Background: an optimization exercise with open tools, aiming at a short achievable clock period and few clock cycles. Do not read the settings as production practice. The RTL was checked by simulation tests, not by an equivalence proof against the original design. No activity file was given, so power comes from the tool's default toggle rates.

== JK ==
==> flow/design.v <==
module alu
(
    input  logic [7:0]  a,
    input  logic [7:0]  bIn,
    input  logic [1:0]  f,
    input  logic        lg,
    input  logic        cFlag,
    output logic [10:0] y
);
    logic       sub, ci, co, za, zl;
    logic [7:0] aa, b, g, p, c, sum, lres, res;
    logic       G10, P10, G32, P32, G54, P54, G76, P76;
    logic       G20, P20, G30, P30, G64, P64, G74, P74;
    logic       G40, P40, G50, P50, G60, P60, G70, P70;
    always_comb begin
        sub = f[0];
        ci  = f[1] & cFlag;
        aa  = a ^ {8{sub}};
        b   = bIn;
        g   = aa & b;
        p   = aa ^ b;
        G10 = g[1] | (p[1] & g[0]);   P10 = p[1] & p[0];
        G32 = g[3] | (p[3] & g[2]);   P32 = p[3] & p[2];
        G54 = g[5] | (p[5] & g[4]);   P54 = p[5] & p[4];
        G76 = g[7] | (p[7] & g[6]);   P76 = p[7] & p[6];
        G20 = g[2] | (p[2] & G10);    P20 = p[2] & P10;
        G30 = G32  | (P32  & G10);    P30 = P32  & P10;
        G64 = g[6] | (p[6] & G54);    P64 = p[6] & P54;
        G74 = G76  | (P76  & G54);    P74 = P76  & P54;
        G40 = g[4] | (p[4] & G30);    P40 = p[4] & P30;
        G50 = G54  | (P54  & G30);    P50 = P54  & P30;
        G60 = G64  | (P64  & G30);    P60 = P64  & P30;
        G70 = G74  | (P74  & G30);    P70 = P74  & P30;
        c[0] = ci;
        c[1] = g[0] | (p[0] & ci);
        c[2] = G10  | (P10  & ci);
        c[3] = G20  | (P20  & ci);
        c[4] = G30  | (P30  & ci);
        c[5] = G40  | (P40  & ci);
        c[6] = G50  | (P50  & ci);
        c[7] = G60  | (P60  & ci);
        co   = G70  | (P70  & ci);
        sum  = p ^ c ^ {8{sub}};
        if (sub)
            za = ((a ^ ~bIn) == {a[6:0] | ~bIn[6:0], !ci});
        else
            za = ((a ^ bIn) == {a[6:0] | bIn[6:0], ci});
        case (f)
            2'd0:    lres = ~(a | bIn);
            2'd1:    lres = ~(a & bIn);
            2'd2:    lres = a ^ bIn;
            default: lres = ~(a ^ bIn);
        endcase
        zl  = (lres == 8'd0);
        res = lg ? lres : sum;
        y   = {lg ? 1'b0 : co, lg ? zl : za, res[7], res};
    end
endmodule
module micro
(
    input  logic        _iClk,
    input  logic        _iReset,
    input  logic [7:0]  _iInstMemData,
    output logic [7:0]  _oInstMemAddr,
    input  logic [7:0]  _iDataMemRData,
    output logic [7:0]  _oDataMemAddr,
    output logic [7:0]  _oDataMemWData,
    output logic        _oDataMemWrite
);
    localparam int CW = 8;
    logic [7:0]        romAddr;
    logic [7:0]        opTmp;
    logic              f1V;
    logic [6:0]        f1Idx;
    logic [7:0]        f1Op;
    logic [7:0]        f1Arg;
    logic              f2V;
    logic              f2Free;
    logic              f2Same;
    logic              f2Dem;
    logic [6:0]        f2Idx;
    logic [CW-1:0]     f2C;
    logic              f2Ju;
    logic              f2Plain;
    logic [7:0]        f2Pn;
    logic [7:0]        f2Ka;
    logic              f2Pt;
    localparam int NE = 64;
    logic [NE-1:0]     cValid;
    logic [NE-1:0]     cTag;         
    logic [NE-1:0]     cPlain;       
    logic [NE-1:0]     cPt;          
    logic [CW*NE-1:0]  cCtl;
    logic [8*NE-1:0]   cPn;          
    logic [8*NE-1:0]   cKa;          
    logic [7:0]        pc;
    logic [CW-1:0]     fC;
    logic [7:0]        fPn;
    logic [7:0]        fKa;
    logic              fPt;
    logic              fHit;
    logic [7:0] pcN;
    wire  [7:0] pcB = ~pcN;
    assign fC   = cCtl[pcB[6:1]*CW +: CW];
    assign fPn  = cPn[pc[6:1]*8 +: 8];
    assign fKa  = cKa[pcB[6:1]*8 +: 8];
    assign fPt  = cPt[pcB[6:1]];
    assign fHit = cValid[pc[6:1]] && (cTag[pc[6:1]] == pc[7]);
    logic              xRedirect;
    logic [6:0]        xIdx;
    logic [7:0]        xPn;
    logic [7:0]        xKa;
    logic              xPt;
    logic              uV;
    logic [6:0]        uIdx;
    logic [7:0]        uPn;
    logic [7:0]        uKa;
    logic              uPt;
    logic       missV;
    logic       f3V;
    logic [6:0] f3Idx;
    logic [7:0] missPc;
    logic       inFlight;
    assign inFlight = (romAddr[7:1] == missPc[7:1]) ||
                      (f1V && (f1Idx == missPc[7:1])) ||
                      (f2V && (f2Idx == missPc[7:1])) ||
                      (f3V && (f3Idx == missPc[7:1]));
    always_ff @(posedge _iClk) begin
        logic ld, st, alu, ju, jc, imm, lg;
        logic [7:0] op, tgt, fall;
        op   = f1Op;
        ld   = (op == 8'h00) || (op == 8'h02);
        st   = (op == 8'h01) || (op == 8'h03);
        alu  = ((op[7:6] == 2'b01) || (op[7:6] == 2'b10)) && (op[5:3] == 3'b000);
        ju   = (op == 8'hC0);
        jc   = (op[7:2] == 6'b110000) && (op[1:0] != 2'b00);
        imm  = (op[7:6] == 2'b00) ? op[1] : op[2];
        lg   = op[7];
        fall = {f1Idx, 1'b0} + 8'd2;
        tgt  = fall + f1Arg;
        f2Idx   <= f1Idx;
        f2Free  <= !cValid[f1Idx[5:0]];
        f2Same  <= cValid[f1Idx[5:0]] && (cTag[f1Idx[5:0]] == f1Idx[6]);
        f2Dem   <= (f1Idx == pc[7:1]);
        f2C     <= {op[1:0], lg, imm, jc, alu, st, ld};
        f2Ju    <= ju;
        f2Plain <= !ju && !jc;
        f2Pt    <= f1Arg[7];
        f2Pn    <= (ju || (jc && f1Arg[7])) ? tgt : fall;
        f2Ka    <= !jc ? f1Arg : (f1Arg[7] ? fall : tgt);
    end
    always_ff @(posedge _iClk, posedge _iReset) begin
        if (_iReset) begin
            romAddr <= 8'd0;
            missV   <= 1'b0;
            f3V     <= 1'b0;
            f1V     <= 1'b0;
            f2V     <= 1'b0;
            cValid  <= '0;
        end
        else begin
            missV <= !fHit && !xRedirect;
            f3V   <= f2V;
            if (missV && !inFlight)
                romAddr <= missPc;
            else
                romAddr <= romAddr + 8'd1;
            f1V <= romAddr[0];
            f2V <= f1V;
            if (f2Wr)
                cValid[f2Idx[5:0]] <= 1'b1;
        end
    end
    logic       f2Wr;
    logic [6:0] f2Prev;
    assign f2Wr   = f2V && !f2Same && (f2Free || f2Dem);
    assign f2Prev = f2Idx - 7'd1;
    always_ff @(posedge _iClk) begin
        missPc <= pc;
        f3Idx  <= f2Idx;
        if (!romAddr[0])
            opTmp <= _iInstMemData;
        if (romAddr[0]) begin
            f1Idx <= romAddr[7:1];
            f1Op  <= opTmp;
            f1Arg <= _iInstMemData;
        end
        for (int i = 0; i < NE; i++) begin
            if (f2Wr && f2Idx[5:0] == i) begin
                cTag[i]          <= f2Idx[6];
                cCtl[i*CW +: CW] <= f2C;
                cPlain[i]        <= f2Plain;
                cPn[i*8 +: 8]    <= f2Pn;
                cKa[i*8 +: 8]    <= f2Ka;
                cPt[i]           <= f2Pt;
            end
            else if (uV && uIdx[5:0] == i && cTag[i] == uIdx[6]) begin
                cPn[i*8 +: 8]    <= uPn;
                cKa[i*8 +: 8]    <= uKa;
                cPt[i]           <= uPt;
            end
            else if (f2V && f2Ju && f2Prev[5:0] == i && cValid[i] &&
                     cTag[i] == f2Prev[6] && cPlain[i]) begin
                cPn[i*8 +: 8]    <= f2Pn;
            end
        end
    end
    always_ff @(posedge _iClk, posedge _iReset) begin
        if (_iReset)
            uV <= 1'b0;
        else
            uV <= xRedirect;
    end
    always_ff @(posedge _iClk) begin
        uIdx <= xIdx;
        uPn  <= xKa;
        uKa  <= xPn;
        uPt  <= !xPt;
    end
    assign _oInstMemAddr = romAddr;
    logic          xV;
    logic [CW-1:0] xC;
    logic [7:0]    acc;
    logic          flagC, flagZ, flagN;
    wire        xLd  = xC[0];
    wire        xAlu = xC[2];
    wire        xJc  = xC[3];
    wire        xImm = xC[4];
    wire        xLg  = xC[5];
    wire [1:0]  xF   = xC[7:6];
    logic [7:0]  aluB;
    logic [10:0] aluY;
    assign aluB = xImm ? xKa : _iDataMemRData;
    alu aluInst (.a(acc), .bIn(aluB), .f(xF), .lg(xLg), .cFlag(flagC), .y(aluY));
    logic [7:0] accNext;
    logic       cNext, zNext, nNext;
    always_comb begin
        accNext = acc;
        cNext   = flagC;
        zNext   = flagZ;
        nNext   = flagN;
        if (xV && xLd)
            accNext = aluB;
        if (xV && xAlu) begin
            accNext = aluY[7:0];
            cNext   = aluY[10];
            zNext   = aluY[9];
            nNext   = aluY[8];
        end
    end
    logic xTaken;
    always_comb begin
        case (xF)
            2'd1: xTaken = flagZ;
            2'd2: xTaken = flagC;
            default: xTaken = flagN;
        endcase
        xRedirect = xV && xJc && (xTaken != xPt);
    end
    wire        fSt  = fC[1];
    wire        fImm = fC[4];
    wire        fIssue = fHit && !xRedirect;
    logic [7:0] pcNext;
    always_comb begin
        if (xRedirect)
            pcNext = xKa;
        else if (fHit)
            pcNext = fPn;
        else
            pcNext = pc;
    end
    always_ff @(posedge _iClk, posedge _iReset) begin
        if (_iReset) begin
            pc             <= 8'd0;
            xV             <= 1'b0;
            acc            <= 8'd0;
            flagC          <= 1'b0;
            flagZ          <= 1'b1;
            flagN          <= 1'b0;
            _oDataMemWrite <= 1'b0;
        end
        else begin
            acc   <= accNext;
            flagC <= cNext;
            flagZ <= zNext;
            flagN <= nNext;
            xV <= fIssue;
            _oDataMemWrite <= fIssue && fSt;
            pc   <= pcNext;
        end
    end
    always_ff @(posedge _iClk)
        pcN <= ~pcNext;
    always_ff @(posedge _iClk) begin
        xC    <= fC;
        xPn   <= fPn;
        xKa   <= fKa;
        xPt   <= fPt;
        xIdx  <= pc[7:1];
        _oDataMemAddr  <= (fSt && fImm) ? accNext : fKa;
        _oDataMemWData <= (fSt && fImm) ? fKa : accNext;
    end
endmodule
clock: 5.0 ns
lec_check: 0
cap_margin: 20
core_margin: 2
core_utilization: 55
place_density: 0.75
setup_slack_margin: 2.4
slew_margin: 20
tns_end_percent: 10
run.sh (not shown) runs the stock make flow with config.mk's settings and CLKGATE_MAP_FILE= SYNTH_SCRIPT=/design/flow/synth_recipe.tcl, a recipe that flattens the netlist after the stock synthesis.
Testbench counts of JK, summed over its fixed seeds: cycles 24,402.
diff inputs: JK => MS
- a change of CORE_UTILIZATION from 55 to 40
- a deleted PLACE_DENSITY that had been 0.75
### Flow results
Between MS and JK, it is MS whose cell count is higher, by 11%.
Post-route minimum period: MS better than JK
Going from JK to MS, fraction of area in registers shrinks by 0.55 points.
In MS the biggest cell delay along the critical path turned out 90 ps higher than in JK.
Share of final layout cell area taken by non-clock buffers, JK and MS: larger value in JK

* * *

Another version of the RTL of micro (not shown whole).
Size in the first run: roughly 6400 cells after synthesis, ~43 I/O pins, ~96000 um^2 of cells after synthesis.
clock: 5.0 ns
lec_check: 0
cap_margin: 20
core_margin: 2
core_utilization: 40
setup_slack_margin: 2.6
slew_margin: 20
tns_end_percent: 100
Testbench counts at the start, summed over its fixed seeds: cycles 24,178.
Edit:
- SETUP_SLACK_MARGIN: 2.6 -> 2.4
- TNS_END_PERCENT: 100 -> 10
Global-route usage is lower by 0.78 points.
Design area is lower by 8.5%.
First-iteration DRC count is lower by about 6%.
Synthesized area does not change.
Cell count falls by 3.4%.
Sequential share of layout area rose by 4.0 points.
Register-to-register slack stays flat.
Via count decreases by about 5.5%.
Power falls by about 7%.
Routed wire length came out lower by about 5.6%.

[what the ideal ports hide]
No port has a modelled driver above. Below, the same layouts with a new extraction and two added sets of constraints. Step 1 (the two cells are an assumption about what drives the block):
set clk [get_ports {_iClk}]
set_driving_cell -lib_cell sky130_fd_sc_hd__clkbuf_16 $clk
set_driving_cell -lib_cell sky130_fd_sc_hd__buf_2 [delete_from_list [all_inputs] $clk]
Step 2 moves the port delays by t, midway between the first and last clock arrival at a register: inputs arrive t later, outputs are due t later. That takes back most of the time a late clock gives input paths. Three values: no drivers, after step 1, after step 2; two values: the first two.
run | t (ns) | setup WS [ns] | worst hold slack (ns) | worst setup path after step 2
JK | 0.938 | 1.789 / 1.789 / 1.239 | 0.309 / 0.309 / 0.309 | input to register
MS | 0.953 | 1.883 / 1.883 / 1.086 | 0.328 / 0.328 / 0.328 | input to register
the first run of note 2 | 0.954 | 1.907 / 1.907 / 1.779 | 0.319 / 0.319 / 0.319 | input to register
the second run of note 2 | 0.951 | 1.894 / 1.894 / 1.547 | 0.311 / 0.311 / 0.311 | input to register
After both steps every run listed still meets setup and hold. For MS, which loses most, drivers alone change the setup slack by 0.000 ns; drivers and shift together by -0.797 ns.
